From an optimization exercise on the open Yosys and OpenROAD flow, aimed at small area, a short achievable clock period and few clock cycles; shortcuts taken in it are not production practice.
Only the layout flow was run in this run; the RTL was not checked for function there.

[flow/standard.sh]
#!/bin/bash
# synth_recipe.tcl (not shown) runs the flow's synth.tcl, then flattens the netlist and writes it again
# the make line also repeats each setting of config.mk as NAME=value (left out here)
make -C /OpenROAD-flow-scripts/flow DESIGN_CONFIG=/design/flow/config.mk WORK_HOME=/design/flow/orfs CLKGATE_MAP_FILE= SYNTH_SCRIPT=/design/flow/synth_recipe.tcl "${@:-finish}"
[flow/flow/run.sh]
#!/bin/bash
# Layout flow: the standard synthesis, then the standard layout with
# the timing repair told to keep a setup margin, so that it closes the design
# at a shorter period than the 20 ns constraint, and with the ports buffered
# by plain buffers (which the repair may then resize); the flip-flops that
# drive output ports are placed next to the ports' buffers. Each step's full
# output goes to a log file of its own here. The repair after global routing
# keeps a larger margin, for what detailed routing adds.
set -euo pipefail
MARGIN=14.9
GRT_MARGIN=15.05
bash standard.sh synth > synth.log 2>&1
ARGS=("BUFFER_PORTS_ARGS=-buffer_cell sky130_fd_sc_hd__buf_2" "POST_GLOBAL_PLACE_TCL=$PWD/flow/place_io_flops.tcl" "CTS_ARGS=-sink_clustering_enable -repair_clock_nets -sink_clustering_size 20 -sink_clustering_max_diameter 100 -dont_use_dummy_load")
bash standard.sh SETUP_SLACK_MARGIN=$MARGIN "${ARGS[@]}" cts > layout.log 2>&1
bash standard.sh SETUP_SLACK_MARGIN=$GRT_MARGIN "${ARGS[@]}" finish > layout2.log 2>&1
[flow/constraint.sdc]
create_clock -name core_clock -period 20.0 [get_ports {i_clk}]
set_input_delay 4.0000 -clock core_clock [delete_from_list [all_inputs] [get_ports {i_clk}]]
set_output_delay 4.0000 -clock core_clock [all_outputs]
set_load 0.01 [all_outputs]
[flow/flow/place_io_flops.tcl]
# After global placement: put each flip-flop that drives an output port's
# buffer next to that buffer, so the flop-to-port path has a short wire.
# Detailed placement legalizes the moved cells afterwards.
set block [ord::get_db_block]
set moved 0
foreach bterm [$block getBTerms] {
  if {[$bterm getIoType] ne "OUTPUT"} { continue }
  set net [$bterm getNet]
  if {$net eq "NULL"} { continue }
  set buf ""
  foreach it [$net getITerms] {
    if {[$it isOutputSignal]} { set buf [$it getInst] }
  }
  if {$buf eq ""} { continue }
  set ff ""
  foreach it [$buf getITerms] {
    if {![$it isInputSignal]} { continue }
    set n2 [$it getNet]
    if {$n2 eq "NULL"} { continue }
    foreach jt [$n2 getITerms] {
      if {[$jt isOutputSignal] && [[[$jt getInst] getMaster] isSequential]} { set ff [$jt getInst] }
    }
  }
  if {$ff eq ""} { continue }
  set loc [$buf getLocation]
  $ff setLocation [lindex $loc 0] [lindex $loc 1]
  incr moved
}
puts "place_io_flops: moved $moved flip-flops next to their output buffers"
[flow/design.v]
module sha256_counter_data_v2 (
    input wire        i_clk,
    input wire        i_rst,
    input wire        clr_data,
    input wire        cnt_data_en,
    output reg [4:0]  counter_data
);
    always @(posedge i_clk or negedge i_rst) begin
        if (!i_rst) begin
            counter_data <= 0;
        end else begin
            if (clr_data) counter_data <= 0;
            else if (cnt_data_en) counter_data <= counter_data + 5'd1;
            else counter_data <= counter_data;
        end
    end
endmodule
module sha256_counter_i_v2 (
    input wire        i_clk,
    input wire        i_rst,
    input wire        clr_i,
    input wire        cnt_i_en,
    output reg [7:0]  i
);
    always @(posedge i_clk or negedge i_rst) begin
        if (!i_rst) begin
            i <= 0;
        end else begin
            if (clr_i) i <= 0;
            else if (cnt_i_en) i <= i + 8'd1;
            else i <= i;
        end
    end
endmodule
module sha256_counter_j_v2 (
    input wire        i_clk,
    input wire        i_rst,
    input wire        clr_j,
    input wire        cnt_j_en,
    output reg [6:0]  j
);
    always @(posedge i_clk or negedge i_rst) begin
        if (!i_rst) begin
            j <= 0;
        end else begin
            if (clr_j) j <= 0;
            else if (cnt_j_en) j <= j + 7'd1;
            else j <= j;
        end
    end
endmodule
module sha256_functions_v2 (
    input  wire [6:0]  j,
    output wire [31:0] k_j
);
    assign k_j   = func_k(j);
    function [31:0] func_k;
        input [6:0] j;
        begin
            case (j)
                7'd0:  func_k = 32'h71374491;
                7'd1:  func_k = 32'hb5c0fbcf;
                7'd2:  func_k = 32'he9b5dba5;
                7'd3:  func_k = 32'h3956c25b;
                7'd4:  func_k = 32'h59f111f1;
                7'd5:  func_k = 32'h923f82a4;
                7'd6:  func_k = 32'hab1c5ed5;
                7'd7:  func_k = 32'hd807aa98;
                7'd8:  func_k = 32'h12835b01;
                7'd9:  func_k = 32'h243185be;
                7'd10: func_k = 32'h550c7dc3;
                7'd11: func_k = 32'h72be5d74;
                7'd12: func_k = 32'h80deb1fe;
                7'd13: func_k = 32'h9bdc06a7;
                7'd14: func_k = 32'hc19bf174;
                7'd15: func_k = 32'he49b69c1;
                7'd16: func_k = 32'hefbe4786;
                7'd17: func_k = 32'h0fc19dc6;
                7'd18: func_k = 32'h240ca1cc;
                7'd19: func_k = 32'h2de92c6f;
                7'd20: func_k = 32'h4a7484aa;
                7'd21: func_k = 32'h5cb0a9dc;
                7'd22: func_k = 32'h76f988da;
                7'd23: func_k = 32'h983e5152;
                7'd24: func_k = 32'ha831c66d;
                7'd25: func_k = 32'hb00327c8;
                7'd26: func_k = 32'hbf597fc7;
                7'd27: func_k = 32'hc6e00bf3;
                7'd28: func_k = 32'hd5a79147;
                7'd29: func_k = 32'h06ca6351;
                7'd30: func_k = 32'h14292967;
                7'd31: func_k = 32'h27b70a85;
                7'd32: func_k = 32'h2e1b2138;
                7'd33: func_k = 32'h4d2c6dfc;
                7'd34: func_k = 32'h53380d13;
                7'd35: func_k = 32'h650a7354;
                7'd36: func_k = 32'h766a0abb;
                7'd37: func_k = 32'h81c2c92e;
                7'd38: func_k = 32'h92722c85;
                7'd39: func_k = 32'ha2bfe8a1;
                7'd40: func_k = 32'ha81a664b;
                7'd41: func_k = 32'hc24b8b70;
                7'd42: func_k = 32'hc76c51a3;
                7'd43: func_k = 32'hd192e819;
                7'd44: func_k = 32'hd6990624;
                7'd45: func_k = 32'hf40e3585;
                7'd46: func_k = 32'h106aa070;
                7'd47: func_k = 32'h19a4c116;
                7'd48: func_k = 32'h1e376c08;
                7'd49: func_k = 32'h2748774c;
                7'd50: func_k = 32'h34b0bcb5;
                7'd51: func_k = 32'h391c0cb3;
                7'd52: func_k = 32'h4ed8aa4a;
                7'd53: func_k = 32'h5b9cca4f;
                7'd54: func_k = 32'h682e6ff3;
                7'd55: func_k = 32'h748f82ee;
                7'd56: func_k = 32'h78a5636f;
                7'd57: func_k = 32'h84c87814;
                7'd58: func_k = 32'h8cc70208;
                7'd59: func_k = 32'h90befffa;
                7'd60: func_k = 32'ha4506ceb;
                7'd61: func_k = 32'hbef9a3f7;
                7'd62: func_k = 32'hc67178f2;
                default: func_k = 32'h428a2f98;
            endcase
        end
    endfunction
endmodule
module sha256_padding_v2_top (
    input  wire [3:0]  i_k,
    input  wire        i_lo,         
    input  wire        i_first,      
    input  wire        i_last,       
    input  wire        i_padblk,     
    input  wire [8:0]  i_bit_miss,
    input  wire [16:0] i_len,        
    input  wire [7:0]  i_N_in,
    input  wire [8:0]  i_bm_in,
    input  wire [31:0] i_word,
    output wire [31:0] o_word
);
    wire [3:0] q  = i_bit_miss[8:5];
    wire [4:0] s  = i_bit_miss[4:0];
    wire [3:0] kb = ~q;                           
    wire act_p = i_lo & i_padblk;
    wire act_l = i_lo & i_last & ~i_padblk;
    wire full = ~act_p & (~act_l | (i_k < kb));
    wire bnd  = act_l & (i_k == kb);
    wire p31  = (act_l & (i_k == kb + 4'd1) & (q != 4'd0) & (s == 5'd0)) |
                (act_p & (i_k == 4'd0) & (i_bit_miss == 9'd0));
    wire lenw = (i_k == 4'd15) & (act_p | (act_l & (i_bit_miss > 9'd64)));
    wire [31:0] mask_b = {32{1'b1}} << s;
    wire [31:0] pad_b  = (mask_b >> 1) & ~mask_b;    
    wire [31:0] keep   = {32{full}} | ({32{bnd}} & mask_b);
    wire [31:0] set    = ({32{bnd}} & pad_b) | {p31, 31'd0} | ({32{lenw}} & {15'd0, i_len});
    wire        cut0   = (i_N_in == 8'd1) & (i_bm_in[8:5] == 4'd15);
    wire [31:0] mask_0 = {32{1'b1}} << i_bm_in[4:0];
    wire [31:0] pad_0  = (mask_0 >> 1) & ~mask_0;
    wire [31:0] word_0 = cut0 ? ((i_word & mask_0) | pad_0) : i_word;
    assign o_word = i_first ? word_0 : ((i_word & keep) | set);
endmodule
module sha256_scheduler_v2 (
    input  wire [31:0] w0,
    input  wire [31:0] w1,
    input  wire [31:0] w9,
    input  wire [31:0] w14,
    output wire [31:0] w_new
);
    wire [31:0] sg0 = {w1[6:0], w1[31:7]} ^ {w1[17:0], w1[31:18]} ^ (w1 >> 3);
    wire [31:0] sg1 = {w14[16:0], w14[31:17]} ^ {w14[18:0], w14[31:19]} ^ (w14 >> 10);
    wire [31:0] y1s = w0 ^ w9 ^ sg0;
    wire [31:0] y1c = {(w0[30:0] & w9[30:0]) | (w0[30:0] & sg0[30:0]) | (w9[30:0] & sg0[30:0]), 1'b0};
    wire [31:0] y2s = y1s ^ y1c ^ sg1;
    wire [31:0] y2c = {(y1s[30:0] & y1c[30:0]) | (y1s[30:0] & sg1[30:0]) | (y1c[30:0] & sg1[30:0]), 1'b0};
    assign w_new = y2s + y2c;
endmodule
module sha256_v2(
    input wire i_clk,
    input wire i_rst,
    input wire i_write,
    input wire [7:0] i_N,
    input wire [8:0] i_bit_miss,
    input wire i_read,
    input wire [31:0] i_data,
    output reg [31:0] o_data,
    output reg o_done
);
    localparam [255:0] IV = {32'h6a09e667, 32'hbb67ae85, 32'h3c6ef372, 32'ha54ff53a,
                             32'h510e527f, 32'h9b05688c, 32'h1f83d9ab, 32'h5be0cd19};
    reg        wr_r;         
    reg        rd_r;         
    reg [7:0]  n_r;          
    reg [8:0]  bm_r;         
    reg [6:0]  t;            
    reg        padblk;       
    reg [7:0]  blk;          
    reg        last_r;       
    reg        ro_en;        
    reg [2:0]  rc;           
    reg        first;        
    wire last     = last_r & ~padblk;
    wire need_pad = (bm_r <= 9'd64);
    wire t_lo     = ~t[6] & ~t[5] & ~t[4];           
    wire rnd_en   = t_lo ? (wr_r | padblk) : ~t[6];   
    wire t64      = t[6];
    wire msg_end  = padblk | (last & ~need_pad);     
    wire fin      = t64 & msg_end;
    wire fin63    = (t == 7'd63) & msg_end;          
    wire ring_add = t64 | (t[5] & t[4] & t[3] & t[2] & (t[1] | t[0]));  
    wire iv_ld    = (t == 7'd0) & first & ~wr_r;
    wire [6:0] t_nx      = rnd_en ? t + 7'd1 : (t64 ? 7'd0 : t);
    wire       padblk_nx = t64 ? (~fin & (last | padblk)) : padblk;
    wire [7:0] blk_nx    = ~t64 ? blk : (fin ? 8'd0 : (last ? blk : blk + 8'd1));
    wire       last_nx   = (n_r == blk_nx + 8'd1);
    wire       lo_nx     = ~t_nx[6] & ~t_nx[5] & ~t_nx[4];
    always @(posedge i_clk or negedge i_rst) begin
        if (!i_rst) begin
            wr_r   <= 1'b0;
            t      <= 7'd0;
            padblk <= 1'b0;
            blk    <= 8'd0;
            ro_en  <= 1'b0;
            first  <= 1'b1;
        end else begin
            wr_r   <= i_write;
            t      <= t_nx;
            padblk <= padblk_nx;
            blk    <= blk_nx;
            ro_en  <= fin63 | (ro_en & ((t == 7'd0) | t64));
            first  <= (blk_nx == 8'd0) & ~padblk_nx;
        end
    end
    always @(posedge i_clk) begin
        rd_r   <= i_read;
        o_done <= ((t == 7'd63) & ~last & ~padblk) | ((t == 7'd62) & msg_end);
        n_r    <= i_N;
        bm_r   <= i_bit_miss;
        last_r <= last_nx;
        if (fin63) rc <= 3'd0;
        else if (ro_en & rd_r & (rc != 3'd7)) rc <= rc + 3'd1;
    end
    reg [31:0] W [0:15];
    wire [31:0] wt;       
    wire [31:0] w_new;
    assign wt = W[15];
    wire [31:0] w_in;
    sha256_padding_v2_top u_pad (
        .i_k(t_nx[3:0]),
        .i_lo(lo_nx),
        .i_first((t_nx == 7'd0) & (blk_nx == 8'd0) & ~padblk_nx),
        .i_last(last_nx),
        .i_padblk(padblk_nx),
        .i_bit_miss(bm_r),
        .i_len({n_r, 9'd0} - {8'd0, bm_r}),
        .i_N_in(i_N),
        .i_bm_in(i_bit_miss),
        .i_word(i_data),
        .o_word(w_in)
    );
    sha256_scheduler_v2 u_sched (
        .w0(W[0]), .w1(W[1]), .w9(W[9]), .w14(W[14]),
        .w_new(w_new)
    );
    wire w15_sched = rnd_en & (t >= 7'd15) & (t <= 7'd62);
    integer i;
    always @(posedge i_clk) begin
        if (rnd_en) begin
            for (i = 0; i < 14; i = i + 1) W[i] <= W[i+1];
            W[14] <= wt;
        end
        W[15] <= w15_sched ? w_new : w_in;
    end
    reg [31:0] a, b, c, d, e, f, g, hk;
    reg [31:0] HA0, HA1, HA2, HA3, HE0, HE1, HE2, HE3;
    wire [31:0] kc_nx;
    sha256_functions_v2 u_k (.j(t), .k_j(kc_nx));
    wire [31:0] s0  = {a[1:0], a[31:2]} ^ {a[12:0], a[31:13]} ^ {a[21:0], a[31:22]};
    wire [31:0] s1  = {e[5:0], e[31:6]} ^ {e[10:0], e[31:11]} ^ {e[24:0], e[31:25]};
    wire [31:0] ch  = (e & f) ^ (~e & g);
    wire [31:0] maj = (a & b) | (a & c) | (b & c);
    wire [31:0] p_s = hk ^ wt ^ ch;
    wire [31:0] p_c = {(hk[30:0] & wt[30:0]) | (hk[30:0] & ch[30:0]) | (wt[30:0] & ch[30:0]), 1'b0};
    wire [31:0] m_s = s1 ^ s0 ^ maj;
    wire [31:0] m_c = {(s1[30:0] & s0[30:0]) | (s1[30:0] & maj[30:0]) | (s0[30:0] & maj[30:0]), 1'b0};
    wire [31:0] ea_s = p_s ^ p_c ^ d;
    wire [31:0] ea_c = {(p_s[30:0] & p_c[30:0]) | (p_s[30:0] & d[30:0]) | (p_c[30:0] & d[30:0]), 1'b0};
    wire [31:0] eb_s = ea_s ^ ea_c ^ s1;
    wire [31:0] eb_c = {(ea_s[30:0] & ea_c[30:0]) | (ea_s[30:0] & s1[30:0]) | (ea_c[30:0] & s1[30:0]), 1'b0};
    wire [31:0] aa_s = p_s ^ p_c ^ m_s;
    wire [31:0] aa_c = {(p_s[30:0] & p_c[30:0]) | (p_s[30:0] & m_s[30:0]) | (p_c[30:0] & m_s[30:0]), 1'b0};
    wire [31:0] ab_s = aa_s ^ aa_c ^ m_c;
    wire [31:0] ab_c = {(aa_s[30:0] & aa_c[30:0]) | (aa_s[30:0] & m_c[30:0]) | (aa_c[30:0] & m_c[30:0]), 1'b0};
    wire [31:0] a_new = ab_s + ab_c;
    wire [31:0] e_new = eb_s + eb_c;
    reg [31:0] iva, ive;
    always @(*) begin
        case (t[1:0])
            2'd0: begin iva = IV[255:224]; ive = IV[127:96]; end
            2'd1: begin iva = IV[159:128]; ive = IV[31:0];   end
            2'd2: begin iva = IV[191:160]; ive = IV[63:32];  end
            default: begin iva = IV[223:192]; ive = IV[95:64]; end
        endcase
    end
    wire [31:0] add_a = (first ? iva : HA3) + a;
    wire [31:0] add_e = (first ? ive : HE3) + e;
    wire [31:0] hk_nx = (t64 ? HE2 : g) + kc_nx;
    wire s_rnd = rnd_en, s_ld = t64, s_iv = iv_ld;
    wire s_hold = ~(s_rnd | s_ld | s_iv);
    wire [31:0] m_rnd = {32{s_rnd}}, m_ld = {32{s_ld}}, m_iv = {32{s_iv}}, m_hold = {32{s_hold}};
    always @(posedge i_clk) begin
        a  <= (m_rnd & a_new) | (m_ld & add_a) | (m_iv & IV[255:224]) | (m_hold & a);
        b  <= (m_rnd & a)     | (m_ld & HA0)   | (m_iv & IV[223:192]) | (m_hold & b);
        c  <= (m_rnd & b)     | (m_ld & HA1)   | (m_iv & IV[191:160]) | (m_hold & c);
        d  <= (m_rnd & c)     | (m_ld & HA2)   | (m_iv & IV[159:128]) | (m_hold & d);
        e  <= (m_rnd & e_new) | (m_ld & add_e) | (m_iv & IV[127:96])  | (m_hold & e);
        f  <= (m_rnd & e)     | (m_ld & HE0)   | (m_iv & IV[95:64])   | (m_hold & f);
        g  <= (m_rnd & f)     | (m_ld & HE1)   | (m_iv & IV[63:32])   | (m_hold & g);
        hk <= ((m_rnd | m_ld) & hk_nx) | (m_iv & (IV[31:0] + 32'h428a2f98)) | (m_hold & hk);
    end
    always @(posedge i_clk) begin
        if (ring_add) begin
            HA0 <= add_a; HA1 <= HA0; HA2 <= HA1; HA3 <= HA2;
            HE0 <= add_e; HE1 <= HE0; HE2 <= HE1; HE3 <= HE2;
        end
    end
    always @(posedge i_clk) begin
        if (t64) o_data <= add_a;
        else begin
            case (rc)
                3'd0: o_data <= HA0;
                3'd1: o_data <= HA1;
                3'd2: o_data <= HA2;
                3'd3: o_data <= HA3;
                3'd4: o_data <= HE0;
                3'd5: o_data <= HE1;
                3'd6: o_data <= HE2;
                default: o_data <= HE3;
            endcase
        end
    end
endmodule
[flow/config.mk]
export PLATFORM = sky130hd
export DESIGN_NAME = sha256_v2
export DESIGN_NICKNAME = sha256_v2
export VERILOG_FILES = /design/flow/design.v
export SDC_FILE = /design/flow/constraint.sdc
export NUM_CORES = 8
export LEC_CHECK = 0
export ABC_AREA = 1
export CAP_MARGIN = 20
export CORE_MARGIN = 2
export CORE_UTILIZATION = 60
export CTS_CLUSTER_DIAMETER = 100
export CTS_CLUSTER_SIZE = 20
export SLEW_MARGIN = 20
==> results.txt <==
## kinds of logic after synthesis
kind of cell | count (synthesis) | synth area share
compound gates | 1285 | 0.128
xor+xnor | 372 | 0.0535
fa+ha+maj | 492 | 0.131
buf+inv | 1090 | 0.0676
flops | 1098 | 0.480
mux | 2 | 0.000367
simple gates | 2045 | 0.140
## per-layer routing
metal,track usage,vias up,routed length [um]
met5,0,-,32
met1,0.533,23900,80500
li1,-,21700,-
met2,0.657,3480,99900
met4,0.273,4,18200
met3,0.0895,798,24700
## synthesized netlist by cell type (all sizes together), types with 9 or more instances
cell type	count	area, um^2
xnor2	137	1200
nand2	1229	4660
o211ai	82	621
o31ai	12	90.1
nor4	19	119
or2	37	231
buf	32	175
a31oi	36	225
clkbuf	212	796
ha	243	3040
nand3	230	1200
a22oi	107	803
o21bai	16	120
a32o	9	90.1
edfxtp	736	22100
dfxtp	343	6870
inv	842	3160
fa	249	4980
a21oi	344	1730
o221ai	22	193
nor3	47	246
xor2	235	2080
o21ai	460	2310
o2111ai	58	508
a221oi	53	464
nand4	78	488
nand3b	11	82.6
o21a	19	143
nor2	387	1550
dfrtp	18	450
a21boi	15	116
## placed cells by master, fill, tap and decap left out, drive strengths merged, types with 6 or more instances in the layout
master / Yosys / routed
clkinv: 4 / 6
o221ai: 22 / 22
nand2: 1229 / 1229
o21a: 19 / 19
a21oi: 344 / 344
xnor2: 137 / 137
nand3: 230 / 230
o211ai: 82 / 82
or2: 37 / 37
o21bai: 16 / 16
o21ai: 460 / 460
a211oi: 6 / 6
a31oi: 36 / 36
dfrtp: 18 / 18
nor4: 19 / 19
a32o: 9 / 9
clkbuf: 212 / 69
edfxtp: 736 / 736
nand4: 78 / 78
inv: 842 / 836
a21o: 7 / 7
a221oi: 53 / 53
a22oi: 107 / 107
dfxtp: 343 / 343
a21boi: 15 / 15
ha: 243 / 243
o22ai: 8 / 8
xor2: 235 / 235
fa: 249 / 249
o31ai: 12 / 12
o311ai: 8 / 8
diode: 0 / 8
o2111ai: 58 / 58
nand3b: 11 / 11
buf: 32 / 234
nor2: 387 / 387
nor3: 47 / 47
## worst paths after layout
check / to / depth (start not counted) / slack (ns) / start
hold / removal: W[12][18] / 0 / 0.39 / W[13][18]
max in group asynchronous: t[6] / 1 / 16.17 / i_rst
setup / recovery: W[15][23] / 10 / 14.85 / i_N[1]
setup reg to reg: W[15][27] / 25 / 15.08 / W[1][8]
min in group asynchronous: wr_r / 1 / 3.34 / i_rst
hold reg to reg: W[12][18] / 0 / 0.39 / W[13][18]
## worst reg2reg max path: cells and delay by family, from the launching register on
kind	cells	cell delay, ns
AOI/OAI and AO/OA	5	0.84
and+or+nand+nor	12	1.13
buffers and inverters	2	0.15
DFF	1	0.48
xor gates and xnor gates	2	0.50
adders and majority gates	4	1.65
## cell type report
type | instances | area (um^2)
fillers | 8073 | 34500
flip-flops and latches | 1098 | 29600
multi-input cells | 4196 | 28900
inverters | 846 | 3230
repair buffers | 236 | 1910
well taps | 1368 | 1710
clock buffers | 67 | 1680
diodes | 8 | 20.0
## what timing repair did
action,in CTS,in global routing
pin swaps,10,63
buffers inserted,17,71
gates resized for setup,133,264
endpoints found under the setup margin,460,311
## state kept, by name, indices dropped and copies added (netlist names), 3 cells and up
register  flops
W           512
HA0          32
HA1          32
HA2          32
HA3          32
HE0          32
HE1          32
HE2          32
HE3          32
a            32
b            32
c            32
d            32
e            32
f            32
g            32
hk           32
o_data       32
bm_r          9
blk           8
n_r           8
t             7
rc            3
## through the flow
| step | utilization | worst slack, ns | hold slack [ns] |
|---|---|---|---|
| global route | 0.660 | 14.80 | 0.383 |
| CTS | 0.644 | 14.85 | 0.373 |
| floorplan | - | 12.35 | 0.400 |
| finish | 0.660 | 14.85 | 0.394 |
| global placement | 0.623 | 13.57 | 0.400 |
| detailed placement | 0.623 | 13.46 | 0.405 |
==> impl_metrics.tcl <==
set metrics [dict create \
    drc 0 \
    synthFlopType "edfxtp_1" \
    critical-path-top-delay-family "simple AND/OR/NAND/NOR gates" \
    syn_inst 6384 \
    vias_per_cell 6.38 \
    overflow 0 \
    cp_cell_sequence "buf_2, nor4_2, nand3_2, nor2_1, nand2_1, nor2_1, a21oi_1, o21ai_1, o21bai_1, o21ai_2" \
    status "complete, no violations" \
    die_h_um 324 \
    first_global_vias 47300 \
    tritoncts.num_buffers 67 \
    end_kind "flip-flop" \
    cts_tree "yes" \
    io_buffers 85 \
    first_pass_iters 9 \
    ys_types 74 \
    dieWidth_um 324 \
    cap_violations 0 \
    clkTransAtPathRegs_ns 0.09 \
    fin_crit_ns 5.15 \
    dieArea_um2 105000 \
    cp.required_ns 20.54 \
    timing.slew.headroom 0.227 \
    netlist_area_um2 61400 \
    hold_buffers 0 \
    worst_pin_slew_ns 1.15 \
    ctsRootBufferMaster "clkbuf_16" \
    async_flop_share 0.0173 \
    ys_ff_latch 1098 \
    critPathLaunchType "primary input" \
    grt_use_total 0.421 \
    finalHoldViolCount 0 \
    fin_cells 7819 \
    synth_warnings 4 \
    setup_violations 0 \
    ios 86 \
    synth_edf_count 736 \
    dpl-instance-area_um2 63300 \
    grt_max_degree 170 \
    post-dp-hpwl_um 164000 \
    synth_area_per_cell_um2 9.62 \
    cp_slowest_cell "nor4_2" \
    drtIter0Drc 6614 \
    h-tree-depth 3 \
    ys_seq_area_frac 0.480 \
    clk_latency_ns 0.70 \
    crit_top_cell "nor2_1" \
    fmax_mhz 194 \
    critPathArrivalTime_ns 5.68 \
    maxSlewViolCount 0 \
    cpPeakStageDelay_ns 0.30 \
    final_nets 6990 \
    wl_per_cell_um 28.6 \
    core_um2 102000 \
    wirelength_um 223000 \
    synth_fp_nets 6929 \
    rsz0062_at_grt "true" \
    clock_path_buffers 3 \
    placedCellCount 7656 \
    hold_class "flip-flop to flip-flop" \
    routed-via-count 49900 \
    grt_pass1_wl_um 317000 \
    rows 117 \
    antenna_found_initial 11 \
    area_growth_pct 9.23 \
    drive_above_1_share 0.103 \
    skew_ns 0.0948 \
    crit_type "primary input to flip-flop" \
    path_buf_inv 1 \
    post-route-period-util 0.257 \
    start_util 0.604 \
    fin_setup_tns_ns 0 \
    final_cell_area_um2 67100 \
    clkSinkCount 1098 \
    cp_max_fo 3 \
    drtAntennaViolNets 0 \
]

==> afterwards: timing with drivers on the ports <==
The results above use ideal ports. As a check the final layout listed here was re-extracted and re-timed, cells and wires unchanged. Step 1: set_driving_cell puts a clkbuf_16 on i_clk and a buf_2 on each other input, an assumption about the parent block. Step 2 times the ports against the registers' clock, not the clock port: input delays grow and output delays shrink by t, the midpoint of the rising clock arrivals with the driver on. Three values: ideal ports, drivers, drivers and shift; two values: the first two.
shift t [ns]: 0.742
setup slack, ns: 14.854 / 14.787 / 14.157
hold slack, ns: 0.394 / 0.394 / 0.394
clock arrival spread, ns: 0.107 / 0.107
pins driven straight from the clock port: 1
After both steps this run still meets setup and hold. For this run, drivers alone change the setup slack by -0.067 ns; drivers and shift together by -0.697 ns.
